This design comes from an exercise in tuning for small area on the open sky130 flow, not from production work.
In this exercise RTL edits were held to simulation tests only and were not proved equivalent to the original.
Power and IR drop assume default switching activity. The clock port is modelled as an ideal driver; clocking choices that lean on that would not hold on a real chip.

==> flow/design.v (excerpt) <==
module sobel
#(
parameter U_COL = 128,
parameter U_ROW = 16,
parameter value = 120
)
(
	input clk,
	input rst_n,
	input cmos_frame_vsync,
	input cmos_frame_hsync,
	input cmos_frame_valid,
	input [15:0]cmos_frame_data,
	output sobel_vsync,
	output sobel_hsync,
	output sobel_de,
	output [15:0] sobel_data
);
make LEC_CHECK=0 CAP_MARGIN=20 CORE_MARGIN=2 CORE_UTILIZATION=60 CTS_BUF_LIST=sky130_fd_sc_hd__clkbuf_16 CTS_CLUSTER_DIAMETER=60 CTS_CLUSTER_SIZE=40 SLEW_MARGIN=20 finish   # period 8.0 ns
run.sh (not shown) runs the stock make flow with config.mk's settings and CLKGATE_MAP_FILE= SYNTH_SCRIPT=/design/flow/synth_recipe.tcl, a recipe that flattens the netlist after the stock synthesis.
Then changed:
Settings changed: CORE_UTILIZATION 60 to 45, CTS_CLUSTER_DIAMETER 60 to 100, CTS_CLUSTER_SIZE 40 to 30.
- combinational power climbs by about 2%
- design area decreases by about 2%
- worst hold slack barely changes
Then changed:
==> flow/flow/run.sh (new file) <==
#!/bin/bash
# The standard layout, with two changes: the clock tree is built without
# dummy loads, and the port buffers are the smallest buffer cell.
set -euo pipefail
export CTS_ARGS="-sink_clustering_enable -repair_clock_nets -sink_clustering_size 30 -sink_clustering_max_diameter 100 -buf_list sky130_fd_sc_hd__clkbuf_16 -dont_use_dummy_load"
export BUFFER_PORTS_ARGS="-buffer_cell sky130_fd_sc_hd__buf_1"
bash standard.sh > standard_make.log 2>&1
==> flow/standard.sh (new file) <==
#!/bin/bash
# synth_recipe.tcl (not shown) runs the flow's synth.tcl, then flattens the netlist and writes it again
# the make line also repeats each setting of config.mk as NAME=value (left out here)
make -C /OpenROAD-flow-scripts/flow DESIGN_CONFIG=/design/flow/config.mk WORK_HOME=/design/flow/orfs CLKGATE_MAP_FILE= SYNTH_SCRIPT=/design/flow/synth_recipe.tcl "${@:-finish}"
Settings changed: CORE_UTILIZATION 45 to 60.
removed: flow/run.sh
What happened: Routed wire length came out lower by about 3.5%; sequential share of layout area came out higher by 1.5 points; non-clock buffer count came out higher by 2; global-route usage came out higher by 3.1 points.
Then changed:
==> flow/run.sh (new file) <==
#!/bin/bash
# synth_recipe.tcl (not shown) runs the flow's synth.tcl, then flattens the netlist and writes it again
# the make line also repeats each setting of config.mk as NAME=value (left out here)
make -C /OpenROAD-flow-scripts/flow DESIGN_CONFIG=/design/flow/config.mk WORK_HOME=/design/flow/orfs CLKGATE_MAP_FILE= SYNTH_SCRIPT=/design/flow/synth_recipe.tcl finish
Settings changed: CORE_UTILIZATION 60 to 45, CTS_BUF_LIST sky130_fd_sc_hd__clkbuf_16 to not set, CTS_CLUSTER_DIAMETER 100 to not set, CTS_CLUSTER_SIZE 30 to not set.
removed: flow/flow/run.sh
removed: flow/standard.sh
=> The changed run passed the timing, design-rule and antenna checks; setup slack improves by 32 ps; die area rises by 33%; cell count rises by 19%; register-to-register slack improves by 30 ps; via count rises by 4.6%; clock-buffer cell count rises by 159; combinational power rises by about 2%; power rises by 19%; hold slack improves by 41 ps; fmax rises by 0.45%; cell area rises by 7.2%.

========
## JK
sobel, a different RTL version from the one above (not shown whole).
Size in the first run: ~40 I/O pins, about 0.067 mm² of cells after synthesis.
clock: 8.0 ns
lec_check: 0
cap_margin: 20
core_margin: 2
core_utilization: 60
cts_buf_list: sky130_fd_sc_hd__clkbuf_16
cts_cluster_diameter: 100
cts_cluster_size: 30
slew_margin: 20
standard.sh (not shown) runs the stock make flow with config.mk's settings and CLKGATE_MAP_FILE= SYNTH_SCRIPT=/design/flow/synth_recipe.tcl, a recipe that flattens the netlist after the stock synthesis.
==> flow/flow/run.sh <==
#!/bin/bash
# The standard layout, with three changes:
#  - after the standard synthesis, flow/fa_polarity.py picks the polarity of
#    each full-adder cell so that fewer inverters are needed between them
#    (registers and every other cell are left as synthesis made them);
#  - the clock tree is built without dummy loads, from clkbuf_16 cells
#    driving clusters of up to 32 flip-flops;
#  - the port buffers are the smallest buffer cell.
set -euo pipefail
export CTS_ARGS="-sink_clustering_enable -repair_clock_nets -sink_clustering_size 32 -sink_clustering_max_diameter 130 -buf_list \"sky130_fd_sc_hd__clkbuf_8 sky130_fd_sc_hd__clkbuf_16\" -root_buf sky130_fd_sc_hd__clkbuf_16 -dont_use_dummy_load"
export BUFFER_PORTS_ARGS="-buffer_cell sky130_fd_sc_hd__buf_1"
R=orfs/results/${FLOW_PLATFORM}/sobel/base
bash standard.sh synth > synth_make.log 2>&1
cp $R/1_2_yosys.v yosys_standard.v
python3 flow/fa_polarity.py yosys_standard.v $R/1_2_yosys.v > fa_polarity.log 2>&1
rm -f $R/1_synth.odb $R/1_synth.sdc
bash standard.sh > layout_make.log 2>&1
Other scripts of this flow, unchanged in this note and not shown: flow/flow/fa_polarity.py
### JK -> MS
- CORE_UTILIZATION: 60 -> 80
-- flow/flow/run.sh --
<<< JK, line 6
#  - the clock tree is built without dummy loads, from clkbuf_16 cells
#    driving clusters of up to 32 flip-flops;
>>> MS, line 6
#  - the clock tree is built without dummy loads, from clkbuf_8 cells
#    driving clusters of up to 20 flip-flops;
<<< JK, line 10
export CTS_ARGS="-sink_clustering_enable -repair_clock_nets -sink_clustering_size 32 -sink_clustering_max_diameter 130 -buf_list \"sky130_fd_sc_hd__clkbuf_8 sky130_fd_sc_hd__clkbuf_16\" -root_buf sky130_fd_sc_hd__clkbuf_16 -dont_use_dummy_load"
>>> MS, line 10
export CTS_ARGS="-sink_clustering_enable -repair_clock_nets -sink_clustering_size 20 -sink_clustering_max_diameter 80 -buf_list sky130_fd_sc_hd__clkbuf_8 -dont_use_dummy_load"
[summary]
- As the logs show, MS stopped at 3_5_place_dp after a tool error, so it never reached the end of the flow.
- From JK to MS, area after synthesis did not move at all.
- Comparing JK and MS, the lower die boundary width was measured on MS.
- Compared with JK, MS shows half-perimeter wire length after placement that has gone up by more than half.
- Side by side, die extent in y turned out lower in MS than in JK.
- NOTE: initial core utilization in MS exceeds that of JK
- MS ends up with a site row count that is 16 lower than in JK.
- In the tables for JK and MS, global placer's final weighted congestion reads lower with JK.
- Comparing MS against JK, there is no change at all in post-synth net total.
Input-level comparison between AL and MS:
- CORE_UTILIZATION now 60, was 80
-- flow/flow/run.sh --
<<< MS, line 6
#  - the clock tree is built without dummy loads, from clkbuf_8 cells
#    driving clusters of up to 20 flip-flops;
>>> AL, line 6
#  - the clock tree is built without dummy loads, from clkbuf_16 cells
#    driving clusters of up to 32 flip-flops;
<<< MS, line 10
export CTS_ARGS="-sink_clustering_enable -repair_clock_nets -sink_clustering_size 20 -sink_clustering_max_diameter 80 -buf_list sky130_fd_sc_hd__clkbuf_8 -dont_use_dummy_load"
>>> AL, line 10
export CTS_ARGS="-sink_clustering_enable -repair_clock_nets -sink_clustering_size 32 -sink_clustering_max_diameter 130 -buf_list sky130_fd_sc_hd__clkbuf_16 -dont_use_dummy_load"
==> notes.md <==
AL went all the way through the flow, and no timing, DRC or antenna check failed. Re synthesized net count: no difference whatsoever between AL and MS. Re number of buffers added on ports: no difference whatsoever between AL and MS. MS → AL: die outline width now larger, area after synthesis comparable. Standard-cell row count up 16 in AL wrt MS. Looking at effective utilization at floorplan, AL sits 20 points lower than MS does. Compared with MS, die height in AL increased by more than 10%. MS → AL: number of standard cells after synthesis flat, HPWL after detailed placement down about 40%, placer's final routability congestion estimate down about 2.8%.
### AL -> TR
-- flow/flow/run.sh --
<<< AL, line 6
#  - the clock tree is built without dummy loads, from clkbuf_16 cells
#    driving clusters of up to 32 flip-flops;
>>> TR, line 6
#  - the clock tree is built without dummy loads, from clkbuf_8 cells
#    driving clusters of up to 20 flip-flops;
<<< AL, line 10
export CTS_ARGS="-sink_clustering_enable -repair_clock_nets -sink_clustering_size 32 -sink_clustering_max_diameter 130 -buf_list sky130_fd_sc_hd__clkbuf_16 -dont_use_dummy_load"
>>> TR, line 10
export CTS_ARGS="-sink_clustering_enable -repair_clock_nets -sink_clustering_size 20 -sink_clustering_max_diameter 80 -buf_list sky130_fd_sc_hd__clkbuf_8 -dont_use_dummy_load"
Findings:
Looking at AL and TR, the max-slew headroom at the worst pin is a wash.
The total iterations of the first detailed-routing run in TR was higher than what AL gave.
Combinational power across AL and TR: no real change.
Compare AL and TR | sequential share of cell area higher: TR
[compare] base=AL new=TR: via count picked up an extra about 1%; total wire length after detailed routing now sits higher; critical path data arrival time rose by 110 ps; signed area change from the synthesized netlist to the final layout now smaller.
Going from AL to TR, sum of met3 wire segment lengths after detailed routing went up 25%; switching share of power went up.
Changes in PW relative to TR:
-- flow/flow/run.sh --
<<< TR, line 6
#  - the clock tree is built without dummy loads, from clkbuf_8 cells
#    driving clusters of up to 20 flip-flops;
>>> PW, line 6
#  - the clock tree is built without dummy loads, from clkbuf_16 cells
#    driving clusters of up to 32 flip-flops;
<<< TR, line 10
export CTS_ARGS="-sink_clustering_enable -repair_clock_nets -sink_clustering_size 20 -sink_clustering_max_diameter 80 -buf_list sky130_fd_sc_hd__clkbuf_8 -dont_use_dummy_load"
>>> PW, line 10
export CTS_ARGS="-sink_clustering_enable -repair_clock_nets -sink_clustering_size 16 -sink_clustering_max_diameter 60 -buf_list sky130_fd_sc_hd__clkbuf_8 -dont_use_dummy_load"
==> comparison <==
PW has fraction of area in registers below what TR had.
[PW] met1 wire length rose about 1.2% relative to TR
Re share of power burned in the clock network: PW and TR aren't equal, and the higher value belongs to PW.
TR → PW: maximum operating frequency has remained practically unchanged; ratio of final minimum period to clock period has remained practically unchanged.
Against TR, PW reports a first-pass GRT wire length that is higher.
PW against TR: cell area increased by 0.72% relative to the old numbers, area growth from synthesis to layout higher.
PW against TR: die extent in y has remained practically unchanged; wire length increased by about 1.4% relative to the old numbers.

========
sobel again, from the RTL that the note above started with.
Settings: LEC_CHECK=0, CAP_MARGIN=20, CORE_MARGIN=2, CORE_UTILIZATION=60, CTS_BUF_LIST=sky130_fd_sc_hd__clkbuf_16, CTS_CLUSTER_DIAMETER=100, CTS_CLUSTER_SIZE=30, SLEW_MARGIN=20; clock period 8.0 ns.
==> flow/flow/run.sh <==
#!/bin/bash
# The standard layout, with three changes:
#  - after the standard synthesis, flow/fa_polarity.py picks the polarity of
#    each full-adder cell so that fewer inverters are needed between them
#    (registers and every other cell are left as synthesis made them);
#  - the clock tree is built without dummy loads, from clkbuf_16 cells
#    driving clusters of up to 32 flip-flops;
#  - the port buffers are the smallest buffer cell.
set -euo pipefail
export CTS_ARGS="-sink_clustering_enable -repair_clock_nets -sink_clustering_size 11 -sink_clustering_max_diameter 45 -buf_list sky130_fd_sc_hd__clkbuf_4 -dont_use_dummy_load"
export BUFFER_PORTS_ARGS="-buffer_cell sky130_fd_sc_hd__buf_1"
R=orfs/results/${FLOW_PLATFORM}/sobel/base
bash standard.sh synth > synth_make.log 2>&1
cp $R/1_2_yosys.v yosys_standard.v
python3 flow/fa_polarity.py yosys_standard.v $R/1_2_yosys.v > fa_polarity.log 2>&1
rm -f $R/1_synth.odb $R/1_synth.sdc
bash standard.sh > layout_make.log 2>&1
Other scripts of this flow, unchanged in this note and not shown: flow/flow/fa_polarity.py
The baseline finished with timing, DRC and antenna clean.
Then changed:
--- a/flow/flow/run.sh
+++ b/flow/flow/run.sh
@@ -9,3 +9,3 @@
 set -euo pipefail
-export CTS_ARGS="-sink_clustering_enable -repair_clock_nets -sink_clustering_size 11 -sink_clustering_max_diameter 45 -buf_list sky130_fd_sc_hd__clkbuf_4 -dont_use_dummy_load"
+export CTS_ARGS="-sink_clustering_enable -repair_clock_nets -sink_clustering_size 28 -sink_clustering_max_diameter 160 -buf_list sky130_fd_sc_hd__clkbuf_16 -dont_use_dummy_load"
 export BUFFER_PORTS_ARGS="-buffer_cell sky130_fd_sc_hd__buf_1"
The new run completed with no timing, DRC or antenna violations.
Setup slack gains 0.11 ns.
Hold slack gains 0.070 ns.
Power increases by 2.7%.
Register-to-register slack gains 0.11 ns.
Synthesized cell count stays the same.
Sequential power is about the same.
Then changed:
--- a/flow/flow/run.sh
+++ b/flow/flow/run.sh
@@ -5,7 +5,7 @@
 #    (registers and every other cell are left as synthesis made them);
-#  - the clock tree is built without dummy loads, from clkbuf_16 cells
-#    driving clusters of up to 32 flip-flops;
+#  - the clock tree is built without dummy loads, from clkbuf_4 cells
+#    driving clusters of up to 12 flip-flops;
 #  - the port buffers are the smallest buffer cell.
 set -euo pipefail
-export CTS_ARGS="-sink_clustering_enable -repair_clock_nets -sink_clustering_size 28 -sink_clustering_max_diameter 160 -buf_list sky130_fd_sc_hd__clkbuf_16 -dont_use_dummy_load"
+export CTS_ARGS="-sink_clustering_enable -repair_clock_nets -sink_clustering_size 12 -sink_clustering_max_diameter 50 -buf_list sky130_fd_sc_hd__clkbuf_4 -dont_use_dummy_load"
 export BUFFER_PORTS_ARGS="-buffer_cell sky130_fd_sc_hd__buf_1"
After rerunning: Clock-buffer cell count rose by 115; core utilization fell by 0.56 points; power fell by about 3.2%; sequential power is about the same; sequential cell count stays the same; register-to-register slack got worse by 0.07 ns; setup slack got worse by 0.068 ns; final area fell by about 0.9%; wire length rose by about 2.5%; hold slack got worse by 0.049 ns.
Then changed:
--- a/flow/flow/run.sh
+++ b/flow/flow/run.sh
@@ -5,7 +5,7 @@
 #    (registers and every other cell are left as synthesis made them);
-#  - the clock tree is built without dummy loads, from clkbuf_4 cells
-#    driving clusters of up to 12 flip-flops;
+#  - the clock tree is built without dummy loads, from clkbuf_8 cells
+#    driving clusters of up to 20 flip-flops;
 #  - the port buffers are the smallest buffer cell.
 set -euo pipefail
-export CTS_ARGS="-sink_clustering_enable -repair_clock_nets -sink_clustering_size 12 -sink_clustering_max_diameter 50 -buf_list sky130_fd_sc_hd__clkbuf_4 -dont_use_dummy_load"
+export CTS_ARGS="-sink_clustering_enable -repair_clock_nets -sink_clustering_size 20 -sink_clustering_max_diameter 80 -buf_list sky130_fd_sc_hd__clkbuf_8 -dont_use_dummy_load"
 export BUFFER_PORTS_ARGS="-buffer_cell sky130_fd_sc_hd__buf_1"
- CORE_UTILIZATION: 60 -> 70
Effect: The changed run completed without violations. Routed wire length increases by about 0.8%. Cell area decreases by 0.34%. Cell count decreases by 7.5%. Core utilization increases by 10 points. Via count decreases by 2.2%.

========
== P ==
Starting RTL as in the previous note.
==> flow/config.mk <==
export PLATFORM = sky130hd
export DESIGN_NAME = sobel
export DESIGN_NICKNAME = sobel
export VERILOG_FILES = /design/flow/design.v
export SDC_FILE = /design/flow/constraint.sdc
export NUM_CORES = 4
export LEC_CHECK = 0
export CAP_MARGIN = 20
export CORE_MARGIN = 2
export CORE_UTILIZATION = 60
export CTS_BUF_LIST = sky130_fd_sc_hd__clkbuf_16
export CTS_CLUSTER_DIAMETER = 100
export CTS_CLUSTER_SIZE = 30
export SLEW_MARGIN = 20
==> flow/constraint.sdc <==
create_clock -name core_clock -period 8.0 [get_ports {clk}]
set_input_delay 1.6000 -clock core_clock [delete_from_list [all_inputs] [get_ports {clk}]]
set_output_delay 1.6000 -clock core_clock [all_outputs]
set_load 0.01 [all_outputs]
==> flow/flow/run.sh <==
#!/bin/bash
# The standard layout, with two changes: the clock tree is built without
# dummy loads, and the port buffers are the smallest buffer cell.
set -euo pipefail
export CTS_ARGS="-sink_clustering_enable -repair_clock_nets -sink_clustering_size 32 -sink_clustering_max_diameter 130 -buf_list sky130_fd_sc_hd__clkbuf_16 -dont_use_dummy_load"
export BUFFER_PORTS_ARGS="-buffer_cell sky130_fd_sc_hd__buf_1"
bash standard.sh > standard_make.log 2>&1
P: all stages complete, timing, DRC and antenna checks passed
Relative to P, the following input files were edited for Q:
==> flow/run.sh (new file) <==
#!/bin/bash
# synth_recipe.tcl (not shown) runs the flow's synth.tcl, then flattens the netlist and writes it again
# the make line also repeats each setting of config.mk as NAME=value (left out here)
make -C /OpenROAD-flow-scripts/flow DESIGN_CONFIG=/design/flow/config.mk WORK_HOME=/design/flow/orfs CLKGATE_MAP_FILE= SYNTH_SCRIPT=/design/flow/synth_recipe.tcl finish
removed: flow/flow/run.sh
removed: flow/standard.sh
Results
- The via count of the first global-routing pass was comparable across Q and P.
- Summary of Q over P: wire length shows a reduction of 1.6%, via count higher.
Changes in R relative to Q:
==> flow/flow/run.sh (new file) <==
#!/bin/bash
# The standard layout, with two changes: the clock tree is built without
# dummy loads, and the port buffers are the smallest buffer cell.
set -euo pipefail
export CTS_ARGS="-sink_clustering_enable -repair_clock_nets -sink_clustering_size 30 -sink_clustering_max_diameter 100 -buf_list sky130_fd_sc_hd__clkbuf_16 -dont_use_dummy_load"
export BUFFER_PORTS_ARGS="-buffer_cell sky130_fd_sc_hd__buf_1"
bash standard.sh > standard_make.log 2>&1
==> flow/standard.sh (new file) <==
#!/bin/bash
# synth_recipe.tcl (not shown) runs the flow's synth.tcl, then flattens the netlist and writes it again
# the make line also repeats each setting of config.mk as NAME=value (left out here)
make -C /OpenROAD-flow-scripts/flow DESIGN_CONFIG=/design/flow/config.mk WORK_HOME=/design/flow/orfs CLKGATE_MAP_FILE= SYNTH_SCRIPT=/design/flow/synth_recipe.tcl "${@:-finish}"
removed: flow/run.sh
==> comparison <==
- Compared with Q, R shows a global-route usage that is 0.24 points higher.
- Comparing R and Q, area added between synthesis and finish is lower on R.
- Of R and Q, R shows the lower fraction of area in clock buffers and inverters, with Q above it.
- Comparing R against Q, there is no change at all in width of the die.
- Re initial antenna violation count: R and Q aren't equal, and the higher value belongs to R.
- Fmax | R vs Q | R faster
- For the utilization of the core after routing, R came in 0.46 points lower than Q did.

-- what the ideal ports hide --
The flow's constraints put no driver on any port. The routed layouts listed below were extracted and timed again, unchanged, in two steps. Step 1: set_driving_cell puts a clkbuf_16 on clk and a buf_2 on each other input, an assumption about the parent block. Step 2 times the ports against the registers' clock, not the clock port: input delays grow and output delays shrink by t, the midpoint of the rising clock arrivals with the driver on. Slacks: ideal ports / drivers / drivers and shift; pairs: ideal ports / drivers.
run | shift t [ns] | slack for setup (ns) | worst setup path at the end | worst register clock-pin slew, ns | worst slew at a driven data input, ns
the first run of note 1 | 0.794 | 0.960 / 0.960 / 0.526 | input to register | 0.09 / 0.09 | 0.03
the second run of note 1 | 0.768 | 1.006 / 1.006 / 0.544 | input to register | 0.12 / 0.12 | 0.04
the third run of note 1 | 0.716 | 0.911 / 0.911 / 0.894 | input to register | 0.11 / 0.11 | 0.03
the fourth run of note 1 | 0.853 | 0.942 / 0.942 / 0.529 | input to register | 0.07 / 0.07 | 0.04
JK | 0.718 | 0.725 / 0.725 / 0.725 | register to register | 0.12 / 0.12 | 0.04
AL | 0.718 | 0.725 / 0.725 / 0.725 | register to register | 0.12 / 0.12 | 0.04
TR | 0.799 | 0.678 / 0.678 / 0.678 | register to register | 0.12 / 0.12 | 0.04
PW | 0.850 | 0.684 / 0.684 / 0.684 | register to register | 0.10 / 0.10 | 0.04
the first run of note 3 | 1.099 | 0.630 / 0.630 / 0.630 | register to register | 0.12 / 0.12 | 0.04
the second run of note 3 | 0.713 | 0.739 / 0.739 / 0.739 | register to register | 0.11 / 0.11 | 0.04
the third run of note 3 | 1.089 | 0.671 / 0.671 / 0.671 | register to register | 0.12 / 0.12 | 0.04
the fourth run of note 3 | 0.819 | 0.635 / 0.635 / 0.635 | register to register | 0.12 / 0.12 | 0.03
P | 0.726 | 0.809 / 0.809 / 0.809 | register to register | 0.12 / 0.12 | 0.11
Q | 0.750 | 0.761 / 0.761 / 0.563 | input to register | 0.11 / 0.11 | 0.14
R | 0.718 | 0.795 / 0.795 / 0.795 | register to register | 0.11 / 0.11 | 0.11
After both steps every run listed still meets setup and hold. The setup slack of the second run of note 1, which loses most, moves by 0.000 ns with the drivers and by -0.462 ns with both steps.
